This is an optimization exercise on Yosys and OpenROAD, whose aim is small area, not a production implementation. In this exercise RTL edits were held to simulation tests only and were not proved equivalent to the original. Power is estimated from default activity; no workload was simulated.

## flow/design.v (module list and top-level ports; edited modules follow where they fit)
// module Scope_Overlay: 1405 lines
module Scope_Overlay(
    input clk,
    input rst,
    input [11:0] VGA_HORZ_COORD,
    input [11:0] VGA_VERT_COORD,
    input [1:0] Color_Scheme,
    input Axis_On,
    input Grid_On,
    input Tick_On,
    input Wave_On,
    input Menu_Sw,
    input [23:0] Clock_Time,
    input [3:0] vol,
    input Scrolling_Sw,
    input scroll_step,
    input Condition_For_Cursor,
    input Condition_For_Cursor_Menu,
    input Condition_For_Cursor_Border,
    input Condition_For_Cursor_Text1,
    input Condition_For_Cursor_Text2,
    output [3:0] VGA_Red_Grid,
    output [3:0] VGA_Green_Grid,
    output [3:0] VGA_Blue_Grid
    );
  // ...
==> flow/flow/run.sh <==
#!/bin/bash
# Own layout flow: the standard ORFS flow with two changes.
# 1. Synthesis: the ABC script runs a deeper logic optimisation (dc2, &deepsyn) and
#    maps with a delay target, and Yosys's adder extraction is skipped so that
#    ABC sees all of the logic. Registers, names, flattening and renaming are
#    those of the standard synthesis.
# 2. Port buffers are sky130_fd_sc_hd__buf_1 cells.
set -euo pipefail
W=$(pwd)
mkdir -p "$W/own_scripts"
cp -r "$FLOW_HOME/scripts/." "$W/own_scripts/"
cp "$W/flow/abc_area.script" "$W/own_scripts/abc_area.script"
bash "$W/standard.sh" finish SCRIPTS_DIR="$W/own_scripts" ADDER_MAP_FILE= \
    BUFFER_PORTS_ARGS="-buffer_cell sky130_fd_sc_hd__buf_1" > "$W/orfs_make.log" 2>&1
==> flow/flow/abc_area.script <==
strash
dc2
&get -n
&deepsyn -T 300
&put
dch
map -D 6500
topo
==> flow/standard.sh <==
#!/bin/bash
# synth_recipe.tcl (not shown) runs the flow's synth.tcl, then flattens the netlist and writes it again
# the make line also repeats each setting of config.mk as NAME=value (left out here)
make -C /OpenROAD-flow-scripts/flow DESIGN_CONFIG=/design/flow/config.mk WORK_HOME=/design/flow/orfs CLKGATE_MAP_FILE= SYNTH_SCRIPT=/design/flow/synth_recipe.tcl "${@:-finish}"
==> flow/config.mk <==
export PLATFORM = sky130hd
export DESIGN_NAME = Scope_Overlay
export DESIGN_NICKNAME = Scope_Overlay
export VERILOG_FILES = /design/flow/design.v
export SDC_FILE = /design/flow/constraint.sdc
export NUM_CORES = 4
export LEC_CHECK = 0
export ABC_AREA = 1
export CAP_MARGIN = 20
export CORE_MARGIN = 2
export CORE_UTILIZATION = 55
export GPL_TIMING_DRIVEN = 0
export SLEW_MARGIN = 20
==> flow/constraint.sdc <==
create_clock -name core_clock -period 12.0 [get_ports {clk}]
set_input_delay 2.4000 -clock core_clock [delete_from_list [all_inputs] [get_ports {clk}]]
set_output_delay 2.4000 -clock core_clock [all_outputs]
set_load 0.01 [all_outputs]
==> impl_metrics.toml, run 1 <==
[timing]
slew_headroom_pct = 31.4
slew_violations = 0
hold_viol = 0
finalCriticalPeriod_ps = 11550

[yosys]
synth_compound_area_share_pct = 32.6
syn_inst = 1006
synth_top_flop_cell = "dfxtp_1"
avgSynthCellArea_um2 = 5.09

[worst_setup_path]
endpoint_kind = "flop"
rr_worst_depth = 53
critPathMaxStageDelay_ps = 330
worstPathRequired_ps = 12200
path_class = "input pin to flop"
crit_family = "simple AND/OR/NAND/NOR gates"

[grt]
top_usage_layer = "met2"
met2_usage_pct = 61.7
use_met3_pct = 7.28
globalRouteTotalUtil_pct = 38.0

[finish]
final_cells = 1211
syn2layout_area_growth_pct = 16.5
seq_area_share_pct = 8.06
fillers = 876
finalInstanceArea_um2 = 5960
buffers = 90
final_common_cell = "nor2_1"

[floorplanning]
initial_utilization_pct = 55.9
dieHeight_um = 100

[power]
seq_power_mw = 0.0861
ir_drop_mv = 0.0749
powerDensity_nw_per_um2 = 92.8

[detailed_routing]
via_per_inst = 6.42
routed_wl_um = 20400
dr_wl_met3_um = 2550
drc = 0
top_layer_used = "met4"

[clocking]
cts-htree-levels = 1
post_cts_buffers = 1

[status]
run_status = "finished clean"
==> inputs of run 2 (changes only) <==
--- a/flow/design.v
+++ b/flow/design.v
@@ -1375,32 +1375,63 @@
     wire y16 = (Y[3:0] == 4'd0);
     wire y64 = y16 & (Y[5:4] == 2'd0);
     wire c_axis = ((X == 12'd640) | (Y == 12'd512)) & Axis_On;
     wire c_grid = (x80 | y64) & Grid_On;
     wire c_tick = (((Y > 12'd502) & (Y < 12'd522) & x20) | ((X > 12'd634) & (X < 12'd646) & y16) |
                    (y16 & x80) | (y64 & x20)) & Tick_On;
     wire inbox = (X >= 12'd1040) & (Y >= 12'd640) & Menu_Sw;
     wire c_bord = inbox & ((X <= 12'd1042) | (Y <= 12'd642));
+    reg [3:0] cls;
+    reg [1:0] cs;
+    always @(posedge clk) begin
+        cs <= Color_Scheme;
+        cls <= Condition_For_Cursor ? 4'd1 :
+               (Condition_For_Cursor_Border | c_bord) ? 4'd2 :
+               (t_menu | Condition_For_Cursor_Text1 | Condition_For_Cursor_Text2) ? 4'd3 :
+               (inbox | Condition_For_Cursor_Menu) ? 4'd4 :
+               t_b1 ? 4'd5 : t_b2 ? 4'd6 : c_axis ? 4'd7 : c_tick ? 4'd8 : c_grid ? 4'd9 : 4'd0;
+    end
     reg [11:0] col;
-    always @(posedge clk)
-        if (Condition_For_Cursor) col <= 12'hFFF;
-        else if (Condition_For_Cursor_Border | c_bord)
-            case (Color_Scheme) 0: col <= 12'hC00; 1: col <= 12'h00C; 2: col <= 12'h0C0; 3: col <= 12'hCC0; endcase
-        else if (t_menu | Condition_For_Cursor_Text1 | Condition_For_Cursor_Text2)
-            case (Color_Scheme) 0: col <= 12'h9F6; 1: col <= 12'hCFC; 2: col <= 12'hFC9; 3: col <= 12'hF39; endcase
-        else if (inbox | Condition_For_Cursor_Menu)
-            case (Color_Scheme) 0: col <= 12'h600; 1: col <= 12'h606; 2: col <= 12'h060; 3: col <= 12'h633; endcase
-        else if (t_b1)
-            case (Color_Scheme) 0: col <= 12'hC0C; 1: col <= 12'h99F; 2: col <= 12'h0CC; 3: col <= 12'hF90; endcase
-        else if (t_b2)
-            case (Color_Scheme) 0: col <= 12'h33F; 1: col <= 12'h3FC; 2: col <= 12'h0CF; 3: col <= 12'hFF3; endcase
-        else if (c_axis)
-            case (Color_Scheme) 0: col <= 12'h0F0; 1: col <= 12'hFF0; 2: col <= 12'hF00; 3: col <= 12'h00F; endcase
-        else if (c_tick)
-            case (Color_Scheme) 0: col <= 12'hFFC; 1: col <= 12'hFF9; 2: col <= 12'hCFF; 3: col <= 12'hF9F; endcase
-        else if (c_grid)
-            case (Color_Scheme) 0: col <= 12'h00F; 1: col <= 12'hF00; 2: col <= 12'hFF0; 3: col <= 12'h0F0; endcase
-        else col <= 12'h000;
+    always @*
+        case ({cls, cs})
+            6'd4: col = 12'hFFF;
+            6'd5: col = 12'hFFF;
+            6'd6: col = 12'hFFF;
+            6'd7: col = 12'hFFF;
+            6'd8: col = 12'hC00;
+            6'd9: col = 12'h00C;
+            6'd10: col = 12'h0C0;
+            6'd11: col = 12'hCC0;
+            6'd12: col = 12'h9F6;
+            6'd13: col = 12'hCFC;
+            6'd14: col = 12'hFC9;
+            6'd15: col = 12'hF39;
+            6'd16: col = 12'h600;
+            6'd17: col = 12'h606;
+            6'd18: col = 12'h060;
+            6'd19: col = 12'h633;
+            6'd20: col = 12'hC0C;
+            6'd21: col = 12'h99F;
+            6'd22: col = 12'h0CC;
+            6'd23: col = 12'hF90;
+            6'd24: col = 12'h33F;
+            6'd25: col = 12'h3FC;
+            6'd26: col = 12'h0CF;
+            6'd27: col = 12'hFF3;
+            6'd28: col = 12'h0F0;
+            6'd29: col = 12'hFF0;
+            6'd30: col = 12'hF00;
+            6'd31: col = 12'h00F;
+            6'd32: col = 12'hFFC;
+            6'd33: col = 12'hFF9;
+            6'd34: col = 12'hCFF;
+            6'd35: col = 12'hF9F;
+            6'd36: col = 12'h00F;
+            6'd37: col = 12'hF00;
+            6'd38: col = 12'hFF0;
+            6'd39: col = 12'h0F0;
+            default: col = 12'h000;
+        endcase
     assign VGA_Red_Grid = col[11:8];
     assign VGA_Green_Grid = col[7:4];
     assign VGA_Blue_Grid = col[3:0];
 endmodule
==> impl_metrics.toml, run 2 <==
[yosys]
yosys.cell_types.count = 41
synth_top_flop_cell = "dfxtp_1"
synth.top_cell.area_share_pct = 16.4
avgSynthCellArea_um2 = 5.01
yosysMostFrequentCell = "nor2_1"
ys.warnings.count = 1
synth_edf_count = 0
netlist_top_cells_area = "nor2_1 (16%), clkinv_1 (14%), nand2_1 (12%)"
yosysTopAreaCell = "nor2_1"
syn_area_um2 = 5170
synth_commonest_cells = "nor2_1 (226), clkinv_1 (191), nand2_1 (172), o21ai_0 (93), a21oi_1 (72)"
seq_area_frac_synth_pct = 6.96
syn-num-nets = 1101
syn_inst = 1033
ys_seq_elements = 18
async_flop_share_pct = 0

[worst_setup_path]
path_class = "input pin to flop"
r2r_slack_ps = 1840
rr_worst_depth = 55
cp.arrival_ps = 11530
crit_path_start_kind = "input pin"
worstPathRequired_ps = 12180
endpoint_kind = "flop"
r2r_end = "cls[3]$_SDFF_PP0_"
r2r_start = "S[4]$_SDFFE_PP1P_"
path_common_cell = "nor2_1"
worst_path_max_delay_cell = "a311o_2"
cp_max_fo = 9
critPathMaxStageDelay_ps = 340

[timing]
tightest_slew_ps = 1090
slew_headroom_pct = 26.5
fmaxAchievable_mhz = 88.1
clock_skew_ps = 15.1
fin_crit_sh_pct = 94.6
setup_viol = 0
slew_violations = 0
hold_ws_ps = 544
tns_ps = 0
hold_viol = 0
finalCriticalPeriod_ps = 11350

[floorplanning]
dieArea_um2 = 10200
rows = 35
die_w_um = 101
initial_utilization_pct = 56.3
coreArea_um2 = 9200
dieHeight_um = 101
io_pins = 80

[clocking]
path_clk_slew_ps = 90
cts-htree-levels = 1
clk_latency_ps = 270
ctsHoldBuffers = 0
cts_sinks = 18
clockBufferDepth = 2
cts_tree = "yes"
root_buffer = "clkbuf_8"
cts_inserted_buffers = 3

[detailed_routing]
wire_per_inst_um = 15.8
drc = 0
drtPass1Iterations = 6
routed_wl_um = 19500
via_per_inst = 6.27
first_iter_violations = 860
vias = 7743
ant_nets = 0

[finish]
finalNetCount = 1192
fillers = 979
n_antenna_cell = 0
post-route-util_pct = 63.2
finalInstanceArea_um2 = 5810
layout_common_cells = "nor2_1 (218), clkinv_1 (188), nand2_1 (170), o21ai_0 (89), buf_1 (78)"
largestRegisters = "S (12), cls (4), cs (2)"
drive_gt1_share_pct = 4.27
syn2layout_area_growth_pct = 12.3
largest_register_ffs = 12
final_common_cell = "nor2_1"
top_register = "S"

[power]
powerDensity_nw_per_um2 = 107
leakagePower_nw = 2.07
total_power_mw = 0.623
ir_drop_mv = 0.0485

[placement]
io_buffer_count = 79
gp_congestion = 1.06
dp_hpwl_um = 15500
dpl-instance-area_um2 = 5610

[job]
cap_viol_max_count = 0

[grt]
grt_pass1_vias = 6591
grt_max_degree = 15
globalRouteTotalUtil_pct = 37.5
antenna_found_initial = 0
overflow = 0
grt_pass1_wl_um = 31500

[status]
run_status = "finished clean"

[hold_path]
hp-class = "flop to flop"
hold_depth = 2
hold_path_end = "S[11]$_SDFFE_PP1P_"
holdCritStartpoint = "S[11]$_SDFFE_PP1P_"
## run 2: changes by cell type after synthesis, sizes merged, moves of 5 or more
cell    previous run  this run
a21oi             67        72
nand2            183       172
o211ai            13        21
nor3              27        42
dfxtp             24        18
clkinv           165       191
nand3             54        37
nor4               7        18
nand4             18         8
xor2              11        18
a31oi             24        19
## run 2: per-stage QoR
step | instances | worst slack [ps]
3_5_place_dp | 1223 | -1730
5_1_grt | 1234 | -113
6_report | 1234 | 647
3_3_place_gp | 1223 | -2160
2_1_floorplan | 1033 | 1400
4_1_cts | 1228 | 162
## run 2: logic make-up after synthesis
family | after synthesis | synth area share [%]
xor+xnor | 24 | 4.06
simple gates | 515 | 41.3
compound gates | 285 | 33.9
flops | 18 | 6.97
buf+inv | 191 | 13.9
## run 2: cell type report
cell class / instances / area (µm²) / share of cell area [%]
Clock buffer: 4 / 55.1 / 0.948
Multi-Input combinational cell: 824 / 4170 / 71.9
Tap cell: 111 / 139 / 2.39
Inverter: 191 / 727 / 12.5
Sequential cell: 18 / 360 / 6.20
Timing Repair Buffer: 86 / 353 / 6.07
## run 2: worst max-delay path, delay by kind of cell
kind,cells,cell delay (ps)
AND/OR/NAND/NOR,28,4620
AO/OA/AOI/OAI,18,2850
buffers and inverters,10,1710
## run 2: how the worst max path moves through the flow
stage,start,slack (ps),depth (start not counted),endpoint
floorplan,VGA_VERT_COORD[6],1400,48,cls[3]$_SDFF_PP0_
global placement,VGA_VERT_COORD[6],-2160,48,cls[3]$_SDFF_PP0_
finish,VGA_HORZ_COORD[5],650,56,cls[3]$_SDFF_PP0_
detailed placement,VGA_VERT_COORD[6],-1730,48,cls[3]$_SDFF_PP0_
global route,VGA_HORZ_COORD[4],-110,55,cls[3]$_SDFF_PP0_
CTS,VGA_VERT_COORD[6],160,53,cls[3]$_SDFF_PP0_
## run 2: timing repair
action,4_1_cts,5_1_grt
resized for setup,9,22
pin swaps,1,1
setup buffers,1,6
endpoints found under the setup margin,4,4
## run 2: where the power goes
| part | internal, mW | leakage, nW | switching [mW] | total (mW) |
|---|---|---|---|---|
| clock network | 0.0292 | 0.0288 | 0.0234 | 0.0526 |
| logic | 0.154 | 1.90 | 0.351 | 0.506 |
| registers | 0.0616 | 0.148 | 0.00295 | 0.0646 |
## run 2: layer usage
layer  wire length [µm]  GRT usage, %
met5                  0             0
met1               8190          52.7
met2               8280          58.8
met4                736          12.3
met3               2260          5.34
==> inputs of run 3 (changes only) <==
==> flow/flow/abc_area.script (replaced) <==
strash
dc2
&get -n
&deepsyn -T 600
&put
dch
map -D 6500
topo
==> impl_metrics.toml, run 3 <==
[status]
run_status = "finished clean"

[finish]
final_common_cell = "nor2_1"
n_antenna_cell = 0
post-route-util_pct = 64.0
largest_register_ffs = 12
drive_gt1_share_pct = 6.13
syn2layout_area_growth_pct = 13.6
largestRegisters = "S (12), cls (4), cs (2)"
fillers = 924
finalNetCount = 1194
layout_common_cells = "nor2_1 (225), nand2_1 (175), clkinv_1 (171), o21ai_0 (86), a21oi_1 (81)"
top_register = "S"

[yosys]
synth_top_flop_cell = "dfxtp_1"
netlist_top_cells_area = "nor2_1 (17%), nand2_1 (13%), clkinv_1 (13%)"
yosysTopAreaCell = "nor2_1"
yosys.cell_types.count = 41
ys.warnings.count = 1
ys_seq_elements = 18
syn_inst = 1038
syn-num-nets = 1106
yosysMostFrequentCell = "nor2_1"
async_flop_share_pct = 0
synth_edf_count = 0
synth.top_cell.area_share_pct = 17.1
syn_area_um2 = 5180
seq_area_frac_synth_pct = 6.96
synth_commonest_cells = "nor2_1 (236), nand2_1 (183), clkinv_1 (178), o21ai_0 (92), a21oi_1 (82)"
avgSynthCellArea_um2 = 4.99

[power]
p_seq_share_pct = 9.9
ir_drop_mv = 0.0918
combPwrFrac_pct = 82.3
leakagePower_nw = 2.10
powerDensity_nw_per_um2 = 112
total_power_mw = 0.659
netSwitchingPower_mw = 0.405
switching_share_pct = 61.5
clockPowerShare_pct = 7.8
p_int_mw = 0.253

[timing]
tightest_slew_ps = 802
finalCriticalPeriod_ps = 11280
slew_violations = 0
slew_headroom_pct = 46.3
fin_crit_sh_pct = 94.0
clock_skew_ps = 3.21
fmaxAchievable_mhz = 88.7
setup_viol = 0
hold_viol = 0

[worst_setup_path]
critPathMaxStageDelay_ps = 370
endpoint_kind = "flop"
cp_max_fo = 10
worst_path_max_delay_cell = "a2111oi_0"
path_class = "input pin to flop"
path_common_cell = "nand2_1"
crit_start = "VGA_VERT_COORD[6]"
cp.arrival_ps = 11420
worstPathRequired_ps = 12140
crit_path_start_kind = "input pin"
r2r_start = "S[11]$_SDFFE_PP1P_"

[detailed_routing]
first_iter_violations = 899
ant_nets = 0
drtPass1Iterations = 6
wire_per_inst_um = 16.0
via_per_inst = 6.28
vias = 7759
routed_wl_um = 19700
drc = 0

[floorplanning]
dieArea_um2 = 10200
dieHeight_um = 101
die_w_um = 101
rows = 35
initial_utilization_pct = 56.3
coreArea_um2 = 9200
io_pins = 80

[grt]
grt_max_degree = 15
grt_pass1_vias = 6614
grt_pass1_wl_um = 31700
globalRouteTotalUtil_pct = 38.1
antenna_found_initial = 0
overflow = 0

[hold_path]
holdCritStartpoint = "S[7]$_SDFFE_PP0P_"
hp-class = "flop to flop"

[clocking]
cts_sinks = 18
cts_tree = "yes"
cts_inserted_buffers = 3
path_clk_slew_ps = 70
root_buffer = "clkbuf_8"
clockBufferDepth = 2
ctsHoldBuffers = 0
cts-htree-levels = 1
clk_latency_ps = 260

[placement]
dp_hpwl_um = 15900
io_buffer_count = 79
gp_congestion = 1.07

[job]
cap_viol_max_count = 0
## run 3: changes by cell type in the layout (fill, tap and decap cells not counted), moves of 5 or more
cell / change
a21oi_1: +9
clkinv_1: -17
nand2_1: +5
nand2_2: +5
nor2_1: +7
nor3_1: -7
nor4_1: -10
o2111ai_1: +7
o211ai_1: -5
or2_2: +6
## run 3: final cells by class
cell class                      count  area (µm²)  area share [%]
Clock buffer                        4        55.1           0.936
Timing Repair Buffer               83         329            5.59
Inverter                          178         687            11.7
Sequential cell                    18         360            6.12
Multi-Input combinational cell    842        4310            73.3
Tap cell                          111         139            2.36
## run 3: timing repair
| action | 4_1_cts | 5_1_grt |
|---|---|---|
| buffers inserted | 0 | 4 |
| setup endpoints to repair | 4 | 4 |
| resized for setup | 14 | 45 |
| pin swaps | 0 | 1 |
## run 3: power groups by stage
stage / logic, mW / registers, mW / clock network, mW
after detailed placement: 0.476 / 0.0662 / 0
after global routing: 0.591 / 0.0653 / 0.0538
after global placement: 0.485 / 0.0662 / 0
after floorplan: 0.347 / 0.0651 / 0
final: 0.542 / 0.0650 / 0.0516
after CTS: 0.483 / 0.0648 / 0.0519
## run 3: through the flow
| step | TNS [ps] | instances | setup WS (ps) | cell area (µm²) | hold WS, ps |
|---|---|---|---|---|---|
| 3_5_place_dp | -6880 | 1228 | -1740 | 5610 | 548 |
| 3_3_place_gp | -8590 | 1228 | -2180 | 5610 | 515 |
| 4_1_cts | 0 | 1232 | 62.0 | 5690 | 561 |
| 2_1_floorplan | 0 | 1038 | 1360 | 5180 | 482 |
| 6_report | 0 | 1236 | 724 | 5880 | 565 |
| 5_1_grt | -272 | 1236 | -98.8 | 5880 | 612 |
## run 3: worst max-delay path, delay by kind of cell
family          cells  cell delay [ps]
buf+inv             4              580
xor+xnor            2              470
simple gates       30             4570
compound gates     18             3350
## run 3: logic make-up after synthesis
| family | after synthesis | share of synthesized area [%] |
|---|---|---|
| flip-flops | 18 | 6.96 |
| AND/OR/NAND/NOR | 532 | 42.7 |
| XOR/XNOR | 19 | 3.21 |
| AO/OA/AOI/OAI | 291 | 34.2 |
| buffers and inverters | 178 | 12.9 |
## run 3: path summary, 6_finish.rpt
path | endpoint | slack, ps | cells after the start
max | cls[1]$_SDFF_PP0_ | 720 | 54
min | S[7]$_SDFFE_PP0P_ | 560 | 2
max reg2reg | cls[1]$_SDFF_PP0_ | 1980 | 56
min reg2reg | S[7]$_SDFFE_PP0P_ | 560 | 2
## run 3: routing by layer
metal	wire (µm)	GRT usage, %	vias to the layer above
li1	-	-	3761
met1	7840	52.1	3340
met2	8560	60.4	543
met3	2250	4.65	115
met4	1070	15.9	0
met5	0	0	-
==> inputs of run 4 (changes only) <==
==> flow/flow/abc_area.script (replaced) <==
strash
dc2
&get -n
&deepsyn -T 300
&put
dch
map -D 6000
topo
==> impl_metrics.toml, run 4 <==
[status]
run_status = "finished clean"

[finish]
drive_gt1_share_pct = 4.09
top_register = "S"
finalNetCount = 1194
final_common_cell = "nor2_1"
largestRegisters = "S (12), cls (4), cs (2)"
n_antenna_cell = 0
largest_register_ffs = 12
finalInstanceArea_um2 = 5760
fillers = 981
layout_common_cells = "nor2_1 (215), clkinv_1 (188), nand2_1 (179), o21ai_0 (84), buf_1 (78)"
syn2layout_area_growth_pct = 10.9

[detailed_routing]
wire_per_inst_um = 15.5
first_iter_violations = 673
ant_nets = 0
drtPass1Iterations = 5
via_per_inst = 6.14
routed_wl_um = 19100
drc = 0
vias = 7593

[timing]
hold_viol = 0
clock_skew_ps = 3.73
slew_violations = 0
fin_ws_ps = 769
slew_headroom_pct = 33.7
rsz0062_at_grt = "true"
tightest_slew_ps = 991
hold_ws_ps = 517
finalCriticalPeriod_ps = 11230
fin_crit_sh_pct = 93.6
fmaxAchievable_mhz = 89.0
setup_viol = 0

[floorplanning]
rows = 35
dieArea_um2 = 10200
die_w_um = 101
io_pins = 80
dieHeight_um = 101
initial_utilization_pct = 56.5
coreArea_um2 = 9200

[yosys]
syn_inst = 1041
synth.top_cell.area_share_pct = 16.3
synth_xor_area_share_pct = 3.37
async_flop_share_pct = 0
yosys.cell_types.count = 42
ys_seq_elements = 18
synth_top_family_by_area = "simple AND/OR/NAND/NOR gates"
syn_area_um2 = 5190
syn-num-nets = 1109
yosysMostFrequentCell = "nor2_1"
synth-simple-area-share_pct = 42.2
avgSynthCellArea_um2 = 4.99
yosys-mux-area-fraction_pct = 0
synth_commonest_cells = "nor2_1 (226), clkinv_1 (192), nand2_1 (182), o21ai_0 (87), a21oi_1 (77)"
synth_edf_count = 0
yosysTopAreaCell = "nor2_1"
ys.warnings.count = 1
synth_compound_area_share_pct = 33.4
yosys.area_share.adder_pct = 0.193
synth_top_flop_cell = "dfxtp_1"
netlist_top_cells_area = "nor2_1 (16%), clkinv_1 (14%), nand2_1 (13%)"
seq_area_frac_synth_pct = 6.94

[grt]
antenna_found_initial = 0
grt_pass1_vias = 6764
grt_pass1_wl_um = 31400
grt_max_degree = 16
overflow = 0
globalRouteTotalUtil_pct = 37.1

[power]
leakagePower_nw = 2.07
powerDensity_nw_per_um2 = 98.3
ir_drop_mv = 0.0484

[worst_setup_path]
cp_max_fo = 13
r2r_slack_ps = 2190
worst_path_max_delay_cell = "clkinv_1"
r2r_end = "cls[3]$_SDFF_PP0_"
cp.arrival_ps = 11410
endpoint_kind = "flop"
rr_worst_depth = 48
r2r_start = "S[4]$_SDFFE_PP1P_"
worstPathRequired_ps = 12180
path_class = "input pin to flop"
critPathMaxStageDelay_ps = 530
crit_path_start_kind = "input pin"
path_common_cell = "nor2_1"

[job]
cap_viol_max_count = 0

[clocking]
cts-htree-levels = 1
cts_inserted_buffers = 3
root_buffer = "clkbuf_8"
cts_tree = "yes"
clk_latency_ps = 250
path_clk_slew_ps = 70
clockBufferDepth = 2
cts_sinks = 18

[placement]
dp_slack_ps = 83.8
dpl-instance-area_um2 = 5640
io_buffer_count = 79
gp_congestion = 1.09
dp_hpwl_um = 15700

[hold_path]
hold_path_end = "S[11]$_SDFFE_PP1P_"
hold_depth = 2
holdCritStartpoint = "S[11]$_SDFFE_PP1P_"
hp-class = "flop to flop"
run 4: cell types whose count changed after synthesis, moves of 5 or more:
cell / before / now
o21ai_0: 92 / 87
nor2_1: 236 / 226
a21oi_1: 82 / 77
o2111ai_1: 11 / 5
or2_2: 12 / 5
o22ai_1: 11 / 16
nand3_1: 35 / 47
nor4_1: 8 / 15
clkinv_1: 178 / 192
run 4: where the power goes:
part | switching [mW] | total (mW) | leakage, nW | internal [mW]
clock | 0.0193 | 0.0484 | 0.0288 | 0.0291
combinational | 0.316 | 0.453 | 1.89 | 0.137
sequential | 0.00295 | 0.0646 | 0.148 | 0.0616
run 4: through the flow:
stage          setup TNS, ps  utilization (%)  std cells  total power [mW]
6_report                   0             62.7       1236             0.566
5_1_grt                -91.8             62.7       1236             0.613
4_1_cts                    0             61.9       1236             0.536
3_5_place_dp               0             61.3       1232             0.486
3_3_place_gp           -2110             61.2       1231             0.488
2_1_floorplan              0                -       1041             0.374
run 4: final cells by class:
class	instances	area, µm²	area share (%)
well taps	111	139	2.41
flip-flops and latches	18	360	6.25
multi-input cells	831	4170	72.4
clock buffers	4	55.1	0.955
repair buffers	80	305	5.30
inverters	192	728	12.6
run 4: timing repair:
| item | in CTS | in global routing |
|---|---|---|
| hold buffers | 0 | 0 |
| gates resized for setup | 0 | 26 |
| setup buffers | 0 | 0 |
| endpoints found under the setup margin | 0 | 4 |
run 4: worst max-delay path by stage:
| stage | endpoint | slack, ps | depth (start not counted) | from |
|---|---|---|---|---|
| global route | cls[3]$_SDFF_PP0_ | -40 | 55 | VGA_VERT_COORD[8] |
| finish | cls[3]$_SDFF_PP0_ | 770 | 45 | VGA_VERT_COORD[9] |
| global placement | cls[0]$_SDFF_PP1_ | -600 | 48 | VGA_VERT_COORD[6] |
| floorplan | cls[0]$_SDFF_PP1_ | 2220 | 49 | VGA_HORZ_COORD[6] |
| detailed placement | cls[0]$_SDFF_PP1_ | 80 | 47 | VGA_VERT_COORD[6] |
| CTS | cls[0]$_SDFF_PP1_ | 330 | 47 | VGA_VERT_COORD[6] |
run 4: cells by family after synthesis:
| logic type | after synthesis |
|---|---|
| buf+inv | 192 |
| fa+ha+maj | 1 |
| flops | 18 |
| xor+xnor | 20 |
| simple gates | 529 |
| compound gates | 281 |
run 4: per-layer routing:
layer | GRT usage (%) | vias to the layer above | part of all wire (%)
met5 | 0 | - | 0
met4 | 12.6 | 0 | 3.0
met3 | 4.97 | 67 | 12
met2 | 57.8 | 511 | 42
met1 | 52.6 | 3263 | 43
li1 | - | 3752 | -
run 4: worst max-delay path, delay by kind of cell:
kind                   cells  cell delay [ps]
AOI/OAI and AO/OA         13             2560
buffers and inverters      9             2340
and+or+nand+nor           23             4120
==> inputs of run 5 (changes only) <==
--- a/flow/config.mk
+++ b/flow/config.mk
@@ -11,3 +11,3 @@
 export CORE_UTILIZATION = 55
-export GPL_TIMING_DRIVEN = 0
+export GPL_TIMING_DRIVEN = 1
 export SLEW_MARGIN = 20
==> impl_metrics.toml, run 5 <==
[yosys]
synth_top_flop_cell = "dfxtp_1"
syn_area_um2 = 5190
async_flop_share_pct = 0
yosys.cell_types.count = 42
avgSynthCellArea_um2 = 4.99
synth_commonest_cells = "nor2_1 (226), clkinv_1 (192), nand2_1 (182), o21ai_0 (87), a21oi_1 (77)"
netlist_top_cells_area = "nor2_1 (16%), clkinv_1 (14%), nand2_1 (13%)"
seq_area_frac_synth_pct = 6.94
ys_seq_elements = 18
yosysTopAreaCell = "nor2_1"
ys.warnings.count = 1
synth_edf_count = 0
synth.top_cell.area_share_pct = 16.3
yosysMostFrequentCell = "nor2_1"
syn_inst = 1041
syn-num-nets = 1109

[clocking]
cts_tree = "yes"
cts_inserted_buffers = 3
cts-htree-levels = 1
clk_latency_ps = 260
path_clk_slew_ps = 70
cts_sinks = 18
clockBufferDepth = 2
post_cts_buffers = 0
root_buffer = "clkbuf_8"

[finish]
largest_register_ffs = 12
post-route-util_pct = 62.9
top_register = "S"
layout_common_cells = "nor2_1 (220), clkinv_1 (191), nand2_1 (181), o21ai_0 (87), buf_1 (79)"
final_common_cell = "nor2_1"
finalNetCount = 1203
largestRegisters = "S (12), cls (4), cs (2)"
syn2layout_area_growth_pct = 11.4
n_antenna_cell = 0
finalInstanceArea_um2 = 5790
drive_gt1_share_pct = 3.62

[hold_path]
hp-class = "flop to flop"

[detailed_routing]
first_iter_violations = 957
ant_nets = 0
drtPass1Iterations = 7
routed_wl_um = 20600
via_per_inst = 6.39
vias = 7955
wire_per_inst_um = 16.5
drc = 0

[timing]
slew_headroom_pct = 46.3
tns_ps = 0
slew_violations = 0
clock_skew_ps = 5.64
setup_viol = 0
tightest_slew_ps = 796
finalCriticalPeriod_ps = 11240
fmaxAchievable_mhz = 88.9
hold_viol = 0
fin_crit_sh_pct = 93.7
rsz0062_at_grt = "false"

[power]
ir_drop_mv = 0.0469
powerDensity_nw_per_um2 = 98.2
leakagePower_nw = 2.10

[grt]
globalRouteTotalUtil_pct = 38.8
grt_pass1_wl_um = 32700
grt_pass1_vias = 6931
grt_max_degree = 15
antenna_found_initial = 0
overflow = 0

[worst_setup_path]
path_class = "input pin to flop"
worstPathRequired_ps = 12140
worst_path_max_delay_cell = "maj3_1"
critPathMaxStageDelay_ps = 430
cp.arrival_ps = 11390
endpoint_kind = "flop"
crit_path_start_kind = "input pin"
crit_family = "simple AND/OR/NAND/NOR gates"
critPathBufInv = 7
path_common_cell = "nand2_1"
cp_max_fo = 12

[floorplanning]
die_w_um = 101
dieHeight_um = 101
io_pins = 80
initial_utilization_pct = 56.5
coreArea_um2 = 9200
dieArea_um2 = 10200
rows = 35

[status]
run_status = "finished clean"

[placement]
dp_hpwl_um = 16800
dpl-instance-area_um2 = 5710
io_buffer_count = 79
gp_congestion = 1.10

[job]
cap_viol_max_count = 0
## run 5: cell counts after synthesis
No cell type changed its count.
## run 5: worst min-delay path, delay by kind of cell, from the launching register on
kind	cells	cell delay, ps
and+or+nand+nor	1	80
AOI/OAI and AO/OA	1	80
DFF	1	330
## run 5: per-layer routing
metal	share of wire [%]	GRT usage, %	vias up	wire [µm]
li1	-	-	3748	-
met1	39	52.2	3428	8020
met2	43	62.9	656	8880
met3	13	4.28	123	2610
met4	5.1	16.9	0	1060
met5	0	0	-	0
## run 5: repair_timing
action                                  CTS  global route
hold buffers                              0             0
endpoints found under the setup margin    0             4
endpoints found under the hold margin     0             0
resized for setup                         0             9
## run 5: cell families after synthesis
group / after synthesis / synth area share, %
xor+xnor: 20 / 3.37
buf+inv: 192 / 13.9
fa+ha+maj: 1 / 0.193
compound gates: 281 / 33.4
simple gates: 529 / 42.2
flops: 18 / 6.94
## run 5: path summary, 6_finish.rpt
| check | startpoint | to | slack [ps] | cells past startpoint |
|---|---|---|---|---|
| max | VGA_VERT_COORD[8] | cls[0]$_SDFF_PP1_ | 760 | 55 |
| min | S[11]$_SDFFE_PP1P_ | S[11]$_SDFFE_PP1P_ | 530 | 2 |
| min reg2reg | S[11]$_SDFFE_PP1P_ | S[11]$_SDFFE_PP1P_ | 530 | 2 |
| max reg2reg | S[4]$_SDFFE_PP1P_ | cls[0]$_SDFF_PP1_ | 2120 | 52 |
## run 5: layout make-up
cell class                 count  area [µm²]
multi-input combinational    831        4140
clock buffer                   4        55.1
tap                          111         139
inverter                     192         724
timing repair buffer          89         372
fill                         930        3410
sequential                    18         360
## run 5: report_power, final
part	leakage [nW]	internal [mW]	switching [mW]
sequential	0.148	0.0616	0.00294
clock	0.0288	0.0292	0.0213
combinational	1.93	0.138	0.315
total	2.10	0.228	0.340
## run 5: stage by stage
step	worst slack (ps)	power, mW	hold WS (ps)	std cells
3_3_place_gp	656	0.500	502	1241
3_5_place_dp	686	0.492	514	1241
6_report	755	0.568	533	1245
4_1_cts	916	0.542	531	1245
2_1_floorplan	2220	0.374	485	1041
5_1_grt	4.26	0.612	576	1245
==> inputs of run 6 (changes only) <==
--- a/flow/config.mk
+++ b/flow/config.mk
@@ -10,4 +10,4 @@
 export CORE_MARGIN = 2
-export CORE_UTILIZATION = 55
-export GPL_TIMING_DRIVEN = 1
+export CORE_UTILIZATION = 62
+export GPL_TIMING_DRIVEN = 0
 export SLEW_MARGIN = 20
==> impl_metrics.toml, run 6 <==
[clocking]
cts_tree = "yes"
root_buffer = "clkbuf_8"
cts-htree-levels = 1
ctsHoldBuffers = 0
clockBufferDepth = 2
cts_sinks = 18
cts_inserted_buffers = 3
path_clk_slew_ps = 70
clk_latency_ps = 260

[grt]
overflow = 0
grt_pass1_vias = 7169
antenna_found_initial = 0
globalRouteTotalUtil_pct = 43.2
grt_pass1_wl_um = 32200
grt_max_degree = 16

[yosys]
syn_area_um2 = 5190
synth_commonest_cells = "nor2_1 (226), clkinv_1 (192), nand2_1 (182), o21ai_0 (87), a21oi_1 (77)"
seq_area_frac_synth_pct = 6.94
syn-num-nets = 1109
synth_top_flop_cell = "dfxtp_1"
avgSynthCellArea_um2 = 4.99
syn_inst = 1041
ys_seq_elements = 18
synth_edf_count = 0
netlist_top_cells_area = "nor2_1 (16%), clkinv_1 (14%), nand2_1 (13%)"
synth.top_cell.area_share_pct = 16.3
async_flop_share_pct = 0
yosys.cell_types.count = 42
yosysMostFrequentCell = "nor2_1"
ys.warnings.count = 1
yosysTopAreaCell = "nor2_1"

[power]
leakagePower_nw = 2.08
total_power_mw = 0.573
powerDensity_nw_per_um2 = 99.4
ir_drop_mv = 0.0442

[worst_setup_path]
path_common_cell = "nand2_1"
crit_path_start_kind = "input pin"
crit_family = "simple AND/OR/NAND/NOR gates"
r2r_slack_ps = 2020
r2r_start = "S[4]$_SDFFE_PP1P_"
critPathMaxStageDelay_ps = 540
endpoint_kind = "flop"
cp_max_fo = 13
rr_worst_depth = 49
worstPathRequired_ps = 12120
path_class = "input pin to flop"
r2r_end = "cls[0]$_SDFF_PP1_"
critPathBufInv = 7
cp.arrival_ps = 11400
worst_path_max_delay_cell = "clkinv_1"

[placement]
gp_congestion = 1.11
dp_slack_ps = 133
dp_hpwl_um = 15600
io_buffer_count = 79
placedCellCount = 1226
dpl-instance-area_um2 = 5630

[finish]
fillers = 774
largestRegisters = "S (12), cls (4), cs (2)"
n_antenna_cell = 0
syn2layout_area_growth_pct = 11.0
layout_common_cells = "nor2_1 (214), clkinv_1 (188), nand2_1 (179), o21ai_0 (85), buf_1 (78)"
top_register = "S"
final_common_cell = "nor2_1"
multi_input_area_um2 = 4170
drive_gt1_share_pct = 4.17
final_cells = 1232
largest_register_ffs = 12
finalNetCount = 1196
finalInstanceArea_um2 = 5770
regArea_um2 = 360

[detailed_routing]
met1_length_um = 7670
drc = 0
wl_met2_um = 8670
top_layer_used = "met4"
drtPass1Iterations = 7
first_iter_violations = 979
dr_wl_met3_um = 2650
ant_nets = 0
via_per_inst = 6.51
vias = 8015
wire_per_inst_um = 16.2
routed_wl_um = 20000

[timing]
setup_viol = 0
clock_skew_ps = 4.09
fin_ws_ps = 716
tightest_slew_ps = 1070
finalCriticalPeriod_ps = 11280
hold_viol = 0
fmaxAchievable_mhz = 88.6
fin_crit_sh_pct = 94.0
rsz0062_at_grt = "false"
slew_headroom_pct = 27.9
slew_violations = 0

[floorplanning]
dieHeight_um = 95.5
io_pins = 80
die_w_um = 95.5
initial_utilization_pct = 63.5
dieArea_um2 = 9130
coreArea_um2 = 8180
rows = 33

[job]
cap_viol_max_count = 0

[hold_path]
hold_path_end = "S[10]$_SDFFE_PP1P_"
hp-class = "flop to flop"
hold_depth = 2
holdCritStartpoint = "S[10]$_SDFFE_PP1P_"

[status]
run_status = "finished clean"
-- run 6: cell counts after synthesis --
Identical to the previous run, type by type.
-- run 6: area by class of cell --
cell class              count  share of cell area, %
well taps                 105                   2.28
flip-flops and latches     18                   6.25
multi-input cells         831                   72.3
inverters                 192                   12.6
repair buffers             82                   5.55
clock buffers               4                  0.955
-- run 6: through the flow --
| step | hold slack (ps) | util (%) | TNS (ps) |
|---|---|---|---|
| after floorplan | 485 | - | 0 |
| after detailed placement | 516 | 68.9 | 0 |
| final | 550 | 70.5 | 0 |
| after global placement | 509 | 68.8 | -1900 |
| after global routing | 565 | 70.5 | 0 |
| after CTS | 546 | 69.5 | 0 |
-- run 6: worst reg2reg max path, delay by kind of cell, from the launching register on --
family                 cells  cell delay (ps)
buffers and inverters      8             1650
AO/OA/AOI/OAI             17             3550
flip-flops                 1              490
AND/OR/NAND/NOR           24             4130
-- run 6: cell families (layout without fill, tap and decap cells) --
kind of cell	count (synthesis)	in the layout	share of synthesized area, %
and+or+nand+nor	529	529	42.2
AOI/OAI and AO/OA	281	281	33.4
buffers and inverters	192	278	13.9
xor gates and xnor gates	20	20	3.37
DFF	18	18	6.94
adders and majority gates	1	1	0.193
-- run 6: metal layers --
metal / vias up / GRT usage [%]
met5: - / 0
met3: 141 / 7.43
met1: 3446 / 55.9
met2: 673 / 70.3
met4: 0 / 18.7
li1: 3755 / -
-- run 6: how the worst max path moves through the flow --
stage,startpoint,end,slack (ps),cells after the start
floorplan,VGA_HORZ_COORD[6],cls[0]$_SDFF_PP1_,2220,49
global placement,VGA_VERT_COORD[6],cls[0]$_SDFF_PP1_,-510,47
detailed placement,VGA_VERT_COORD[8],cls[0]$_SDFF_PP1_,130,53
CTS,VGA_VERT_COORD[8],cls[0]$_SDFF_PP1_,380,53
global route,VGA_VERT_COORD[8],cls[0]$_SDFF_PP1_,3,56
finish,VGA_VERT_COORD[9],cls[0]$_SDFF_PP1_,720,50
-- run 6: repair_timing --
action | CTS | global route
resized for setup | 0 | 26
buffers inserted | 0 | 2
endpoints found under the setup margin | 0 | 4
-- run 6: power by group --
part | switching [mW] | leakage [nW] | internal (mW)
Combinational | 0.321 | 1.90 | 0.139
Sequential | 0.00308 | 0.148 | 0.0616
Clock | 0.0201 | 0.0288 | 0.0292
Total | 0.344 | 2.08 | 0.229

-- what the ideal ports hide --
Ports are ideal in the flow. The routed layouts listed here were re-timed in OpenROAD. Step 1 sets driving cells, clkbuf_16 on the clock port and buf_2 on the other inputs (assumed; they add their load-dependent delay and slew). Step 2 moves the port delays by t, midway between the first and last clock arrival at a register: inputs arrive t later, outputs are due t later. That takes back most of the time a late clock gives input paths. a / b / c = no drivers / after step 1 / after step 2; a / b = the first two.
run	shift t [ns]	setup WS [ns]	worst hold slack (ns)	clock arrival spread, ns	worst slew at a driven data input, ns
run 1	0.306	0.447 / 0.451 / 0.144	0.541 / 0.541 / 0.541	0.005 / 0.005	0.05
run 2	0.285	0.647 / 0.651 / 0.365	0.544 / 0.544 / 0.544	0.015 / 0.015	0.03
run 3	0.283	0.724 / 0.730 / 0.446	0.565 / 0.565 / 0.565	0.004 / 0.003	0.05
run 4	0.271	0.769 / 0.769 / 0.498	0.517 / 0.517 / 0.517	0.004 / 0.004	0.03
run 5	0.281	0.755 / 0.757 / 0.476	0.533 / 0.533 / 0.533	0.006 / 0.006	0.04
run 6	0.279	0.716 / 0.717 / 0.438	0.550 / 0.550 / 0.550	0.004 / 0.004	0.04
After both steps every run listed still meets setup and hold. The setup slack of run 1, which loses most, moves by +0.004 ns with the drivers and by -0.303 ns with both steps.
